Source: an optimization exercise on an open RTL-to-GDS flow (aim: small area). Production flows keep margins and buffers that such runs may drop.
Only simulation tests tie the RTL to the original design; equivalence was not proved.
The clock port is modelled as an ideal driver; clocking choices that lean on that would not hold on a real chip.
Power is estimated from default activity; no workload was simulated.

Design practica2, start of the top module:
module practica2 #(
    parameter CLK_HZ = 50_000_000,
    parameter BOTON_ACTIVO_BAJO = 1
)(
    input        clk,
    input        rst,            
    input  [3:0] interruptor,    
    input  [3:0] boton,          
    output [6:0] catodo,         
    output       punto,          
    output [3:0] anodo           
);
For scale: about 300 cells after synthesis, about 22 I/O pins.
==> flow/config.mk <==
export PLATFORM = sky130hd
export DESIGN_NAME = practica2
export DESIGN_NICKNAME = practica2
export VERILOG_FILES = /design/flow/design.v
export SDC_FILE = /design/flow/constraint.sdc
export NUM_CORES = 4
export LEC_CHECK = 0
export CAP_MARGIN = 20
export CORE_MARGIN = 2
export CORE_UTILIZATION = 70
export SLEW_MARGIN = 20
==> flow/constraint.sdc <==
create_clock -name core_clock -period 20.0 [get_ports {clk}]
set_input_delay 4.0000 -clock core_clock [delete_from_list [all_inputs] [get_ports {clk}]]
set_output_delay 4.0000 -clock core_clock [all_outputs]
set_load 0.01 [all_outputs]
standard.sh (not shown) runs the stock make flow with config.mk's settings and CLKGATE_MAP_FILE= SYNTH_SCRIPT=/design/flow/synth_recipe.tcl, a recipe that flattens the netlist after the stock synthesis.
==> flow/flow/run.sh <==
#!/bin/bash
# Own layout flow: the standard synthesis, then the combinational logic
# re-mapped for area by Yosys/ABC (registers untouched), then the standard
# layout with smaller port buffers and a clock tree without dummy loads.
set -euo pipefail
W=$(pwd)
R=$W/orfs/results/$FLOW_PLATFORM/practica2/base
LIB=$FLOW_HOME/platforms/sky130hd/lib/sky130_fd_sc_hd__tt_025C_1v80.lib

# 1. standard synthesis
bash standard.sh synth > $W/flow_synth.log 2>&1

# 2. re-map the logic between the registers
cp $R/1_2_yosys.v $W/std_netlist.v
DONT_USE=$(make -s -C $FLOW_HOME DESIGN_CONFIG=$W/config.mk WORK_HOME=$W/orfs print-DONT_USE_CELLS 2>/dev/null | sed -n "s/^DONT_USE_CELLS: //p")
DU=""
for c in $DONT_USE; do DU="$DU -dont_use $c"; done
sed -e "s#@LIB@#$LIB#g" -e "s#@IN@#$W/std_netlist.v#g" -e "s#@OUT@#$W/remapped.v#g" \
    -e "s#@ABC@#$W/flow/area.abc#g" -e "s#@DU@#$DU#g" $W/flow/remap.ys > $W/remap_run.ys
yosys -l $W/flow_remap.log -q $W/remap_run.ys > /dev/null 2>&1
cp $W/remapped.v $R/1_2_yosys.v
rm -f $R/1_synth.odb $R/1_synth.sdc

# 3. layout
bash standard.sh \
  "BUFFER_PORTS_ARGS=-buffer_cell sky130_fd_sc_hd__buf_1" \
  "CTS_ARGS=-sink_clustering_enable -repair_clock_nets -dont_use_dummy_load -buf_list sky130_fd_sc_hd__clkbuf_2 sky130_fd_sc_hd__clkbuf_4" \
  finish > $W/flow_layout.log 2>&1
==> flow/flow/area.abc <==
strash
&get -n
&deepsyn -T 20
&put
dch -f
map -a
topo
==> flow/flow/remap.ys <==
read_liberty -ignore_miss_func @LIB@
blackbox sky130_fd_sc_hd__dfxtp_1
blackbox sky130_fd_sc_hd__conb_1
read_verilog @IN@
hierarchy -top practica2
flatten
techmap
opt -purge
abc -liberty @LIB@ @DU@ -script @ABC@
opt_clean -purge
setundef -zero
splitnets
opt_clean -purge
hilomap -singleton -hicell sky130_fd_sc_hd__conb_1 HI -locell sky130_fd_sc_hd__conb_1 LO
opt_clean -purge
stat -liberty @LIB@
check
write_verilog -noattr -noexpr -nohex -nodec @OUT@
The first run died in clock tree synthesis.
Next try:
==> flow/run.sh (new file) <==
#!/bin/bash
# synth_recipe.tcl (not shown) runs the flow's synth.tcl, then flattens the netlist and writes it again
# the make line also repeats each setting of config.mk as NAME=value (left out here)
make -C /OpenROAD-flow-scripts/flow DESIGN_CONFIG=/design/flow/config.mk WORK_HOME=/design/flow/orfs CLKGATE_MAP_FILE= SYNTH_SCRIPT=/design/flow/synth_recipe.tcl finish
Settings changed: CTS_BUF_LIST set to sky130_fd_sc_hd__clkbuf_2 sky130_fd_sc_hd__clkbuf_4.
removed: flow/flow/run.sh
removed: flow/flow/area.abc
removed: flow/flow/remap.ys
removed: flow/standard.sh
Outcome:
- Now the flow completed with no timing, DRC or antenna violations
- synthesized area climbs by roughly a tenth
- synthesized cell count climbs slightly

---

before:
Starting RTL as in the previous note.
## practica2
module practica2 #(
    parameter CLK_HZ = 50_000_000,
    parameter BOTON_ACTIVO_BAJO = 1
)(
    input        clk,
    input        rst,            
    input  [3:0] interruptor,    
    input  [3:0] boton,          
    output [6:0] catodo,         
    output       punto,          
    output [3:0] anodo           
);
    wire [3:0] btn_nivel = BOTON_ACTIVO_BAJO ? ~boton : boton;
    wire [3:0] e, rise;
    antirrebote db0(.clk(clk), .rst(rst), .nivel(btn_nivel[0]), .e(e[0]), .rise(rise[0]));
    antirrebote db1(.clk(clk), .rst(rst), .nivel(btn_nivel[1]), .e(e[1]), .rise(rise[1]));
    antirrebote db2(.clk(clk), .rst(rst), .nivel(btn_nivel[2]), .e(e[2]), .rise(rise[2]));
    antirrebote db3(.clk(clk), .rst(rst), .nivel(btn_nivel[3]), .e(e[3]), .rise(rise[3]));
    reg [1:0] sel_a, sel_b, sel;
    always @(posedge clk) begin
        if (rst) begin
            sel_a <= 2'd0; sel_b <= 2'd0; sel <= 2'd0;
        end else begin
            if (rise[0]) sel_a <= 2'd0;
            else if (rise[1]) sel_a <= 2'd1;
            else if (rise[2]) sel_a <= 2'd2;
            else if (rise[3]) sel_a <= 2'd3;
            sel_b <= sel_a;
            sel   <= sel_b;
        end
    end
    bcd_a_7seg_anodo_comun udec(.bcd(interruptor), .catodo(catodo));
    assign punto = 1'b1;
    assign anodo = ~(4'b0001 << sel);
endmodule
==> flow/config.mk <==
export PLATFORM = sky130hd
export DESIGN_NAME = practica2
export DESIGN_NICKNAME = practica2
export VERILOG_FILES = /design/flow/design.v
export SDC_FILE = /design/flow/constraint.sdc
export NUM_CORES = 4
export LEC_CHECK = 0
export CAP_MARGIN = 20
export CORE_MARGIN = 2
export CORE_UTILIZATION = 85
export SLEW_MARGIN = 20
==> flow/constraint.sdc <==
create_clock -name core_clock -period 20.0 [get_ports {clk}]
set_input_delay 4.0000 -clock core_clock [delete_from_list [all_inputs] [get_ports {clk}]]
set_output_delay 4.0000 -clock core_clock [all_outputs]
set_load 0.01 [all_outputs]
==> flow/flow/run.sh <==
#!/bin/bash
# Own layout flow: the standard synthesis, then the combinational logic
# re-mapped for area by Yosys/ABC (registers untouched; the smallest of a few
# ABC scripts is kept), then the standard layout with buf_1 port buffers, a
# clock tree of clkbuf_4 without dummy loads, and clock buffers upsized where
# a flip-flop clock pin's slew gets close to the limit.
set -euo pipefail
W=$(pwd)
export R=$W/orfs/results/$FLOW_PLATFORM/practica2/base
export LIB=$FLOW_HOME/platforms/sky130hd/lib/sky130_fd_sc_hd__tt_025C_1v80.lib

# 1. standard synthesis
bash standard.sh synth > $W/flow_synth.log 2>&1

# 2. re-map the logic between the registers
cp $R/1_2_yosys.v $W/std_netlist.v
DONT_USE=$(make -s -C $FLOW_HOME DESIGN_CONFIG=$W/config.mk WORK_HOME=$W/orfs print-DONT_USE_CELLS 2>/dev/null | sed -n "s/^DONT_USE_CELLS: //p")
DU=""
for c in $DONT_USE; do DU="$DU -dont_use $c"; done
for k in 1 2 3 4; do
  sed -e "s#@LIB@#$LIB#g" -e "s#@IN@#$W/std_netlist.v#g" -e "s#@OUT@#$W/remapped$k.v#g" \
      -e "s#@ABC@#$W/flow/area$k.abc#g" -e "s#@DU@#$DU#g" $W/flow/remap.ys > $W/remap_run$k.ys
  (timeout 600 yosys -l $W/flow_remap$k.log -q $W/remap_run$k.ys > /dev/null 2>&1 || true) &
done
wait
best=""; bestarea=""
for k in 1 2 3 4; do
  a=$(sed -n "s/.*Chip area for module .*: //p" $W/flow_remap$k.log 2>/dev/null | tail -1)
  if [[ -n "$a" && -s $W/remapped$k.v ]]; then
    echo "script $k: $a" >> $W/flow_remap_choice.log
    if [[ -z "$best" ]] || awk "BEGIN{exit !($a < $bestarea)}"; then best=$k; bestarea=$a; fi
  fi
done
echo "chosen: $best ($bestarea)" >> $W/flow_remap_choice.log
if [[ -n "$best" ]]; then
  cp $W/remapped$best.v $R/1_2_yosys.v
  rm -f $R/1_synth.odb $R/1_synth.sdc
fi

# 3. layout up to the clock tree
ARGS=("BUFFER_PORTS_ARGS=-buffer_cell sky130_fd_sc_hd__buf_1"
      "CTS_ARGS=-sink_clustering_enable -repair_clock_nets -dont_use_dummy_load -buf_list sky130_fd_sc_hd__clkbuf_4")
bash standard.sh "${ARGS[@]}" cts > $W/flow_cts.log 2>&1

# 4. clock buffer sizing
openroad -no_init -exit $W/flow/clkfix.tcl > $W/flow_clkfix.log 2>&1

# 5. the rest of the layout
bash standard.sh "${ARGS[@]}" finish > $W/flow_finish.log 2>&1
==> flow/flow/area1.abc <==
strash
&get -n
&deepsyn -T 20
&dch -f
&nf -a -R 1000
&put
topo
==> flow/flow/area2.abc <==
strash
&get -n
&deepsyn -T 20
&put
dch -f
amap
topo
==> flow/flow/area3.abc <==
strash
&get -n
&deepsyn -T 20
&put
dch -f
map -a
topo
==> flow/flow/area4.abc <==
strash
&get -n
&deepsyn -T 40
&dch -f
&nf -R 1000
&put
topo
==> flow/flow/clkfix.tcl <==
set R $::env(R)
read_liberty $::env(LIB)
read_db $R/4_cts.odb
read_sdc $R/4_cts.sdc
source $::env(FLOW_HOME)/platforms/sky130hd/setRC.tcl
estimate_parasitics -placement
set changed 0
foreach inst [get_cells *] {
  set m [get_property $inst ref_name]
  if {![string match sky130_fd_sc_hd__clkbuf_* $m]} continue
  set worst 0
  foreach pin [get_pins -of_objects [get_nets -of_objects [get_pins -of_objects $inst -filter "direction == output"]] -filter "direction == input"] {
    if {[get_property $pin lib_pin_name] ne "CLK"} continue
    set s [get_property $pin slew_max]
    if {$s > $worst} { set worst $s }
  }
  if {$worst > 0.112} {
    puts "upsize [get_full_name $inst] $m worst slew $worst"
    replace_cell $inst sky130_fd_sc_hd__clkbuf_8
    incr changed
  }
}
puts "upsized $changed clock buffers"
detailed_placement
check_placement -verbose
estimate_parasitics -placement
set w 0
foreach p [get_pins -hierarchical */CLK] { set s [get_property $p slew_max]; if {$s > $w} {set w $s} }
puts "worst flip-flop clock slew after: $w"
write_db $R/4_cts.odb
Other scripts of this flow, unchanged in this note and not shown: flow/flow/remap.ys
Here is what was changed in the inputs of after compared with before.
- CORE_UTILIZATION changed from 85 to 70
==> flow/flow/run.sh <==
#!/bin/bash
# Own layout flow: the standard synthesis, then the combinational logic
# re-mapped for area by Yosys/ABC (registers untouched), then the standard
# layout with smaller port buffers, a clock tree of clkbuf_4 without dummy
# loads, and clock buffers upsized where the flip-flop clock slew gets close
# to the limit.
set -euo pipefail
W=$(pwd)
export R=$W/orfs/results/$FLOW_PLATFORM/practica2/base
export LIB=$FLOW_HOME/platforms/sky130hd/lib/sky130_fd_sc_hd__tt_025C_1v80.lib

# 1. standard synthesis
bash standard.sh synth > $W/flow_synth.log 2>&1

# 2. re-map the logic between the registers
cp $R/1_2_yosys.v $W/std_netlist.v
DONT_USE=$(make -s -C $FLOW_HOME DESIGN_CONFIG=$W/config.mk WORK_HOME=$W/orfs print-DONT_USE_CELLS 2>/dev/null | sed -n "s/^DONT_USE_CELLS: //p")
DU=""
for c in $DONT_USE; do DU="$DU -dont_use $c"; done
sed -e "s#@LIB@#$LIB#g" -e "s#@IN@#$W/std_netlist.v#g" -e "s#@OUT@#$W/remapped.v#g" \
    -e "s#@ABC@#$W/flow/area.abc#g" -e "s#@DU@#$DU#g" $W/flow/remap.ys > $W/remap_run.ys
yosys -l $W/flow_remap.log -q $W/remap_run.ys > /dev/null 2>&1
cp $W/remapped.v $R/1_2_yosys.v
rm -f $R/1_synth.odb $R/1_synth.sdc

# 3. layout up to the clock tree
ARGS=("BUFFER_PORTS_ARGS=-buffer_cell sky130_fd_sc_hd__buf_1"
      "CTS_ARGS=-sink_clustering_enable -repair_clock_nets -dont_use_dummy_load -buf_list sky130_fd_sc_hd__clkbuf_4")
bash standard.sh "${ARGS[@]}" cts > $W/flow_cts.log 2>&1

# 4. clock buffer sizing
openroad -no_init -exit $W/flow/clkfix.tcl > $W/flow_clkfix.log 2>&1

# 5. the rest of the layout
bash standard.sh "${ARGS[@]}" finish > $W/flow_finish.log 2>&1
==> flow/flow/area.abc (new file) <==
strash
&get -n
&deepsyn -T 20
&put
dch -f
map -a
topo
diff --git a/flow/flow/clkfix.tcl b/flow/flow/clkfix.tcl
--- a/flow/flow/clkfix.tcl
+++ b/flow/flow/clkfix.tcl
@@ -13 +12,0 @@
-    if {[get_property $pin lib_pin_name] ne "CLK"} continue
removed: flow/flow/area1.abc
removed: flow/flow/area2.abc
removed: flow/flow/area3.abc
removed: flow/flow/area4.abc
Findings:
- after: post-layout worst setup margin is 0.052 ns higher than what before reported.
- before -> after: fraction of power consumed by combinational cells flat
- after against before: area share of buffers outside the clock network held steady, net switching power of the design fell by 0.0028 mW.

## separate check: timing with driven ports
How much do the figures lean on ideal ports? The routed layouts below were timed once more, with nothing changed but the port constraints. Step 1 sets driving cells, clkbuf_16 on the clock port and buf_2 on the other inputs (assumed; they add their load-dependent delay and slew). Step 2, shift: input delay + t, output delay - t, t = (earliest + latest rising clock arrival at the registers) / 2. This alone moves slack from input paths to output paths. Slacks: no drivers / after step 1 / after step 2; pairs: no drivers / after step 1.
run | shift t [ns] | slack for setup (ns) | worst setup path at the end | slew at the worst register clock pin (ns)
the second run of note 1 | 0.420 | 10.189 / 10.166 / 10.166 | input to output | 0.12 / 0.12
before | 0.434 | 10.637 / 10.613 / 10.613 | input to output | 0.11 / 0.11
after | 0.364 | 10.689 / 10.667 / 10.667 | input to output | 0.11 / 0.11
After both steps every run listed still meets setup and hold. The setup slack of before, which loses most, moves by -0.024 ns with the drivers and by -0.024 ns with both steps.
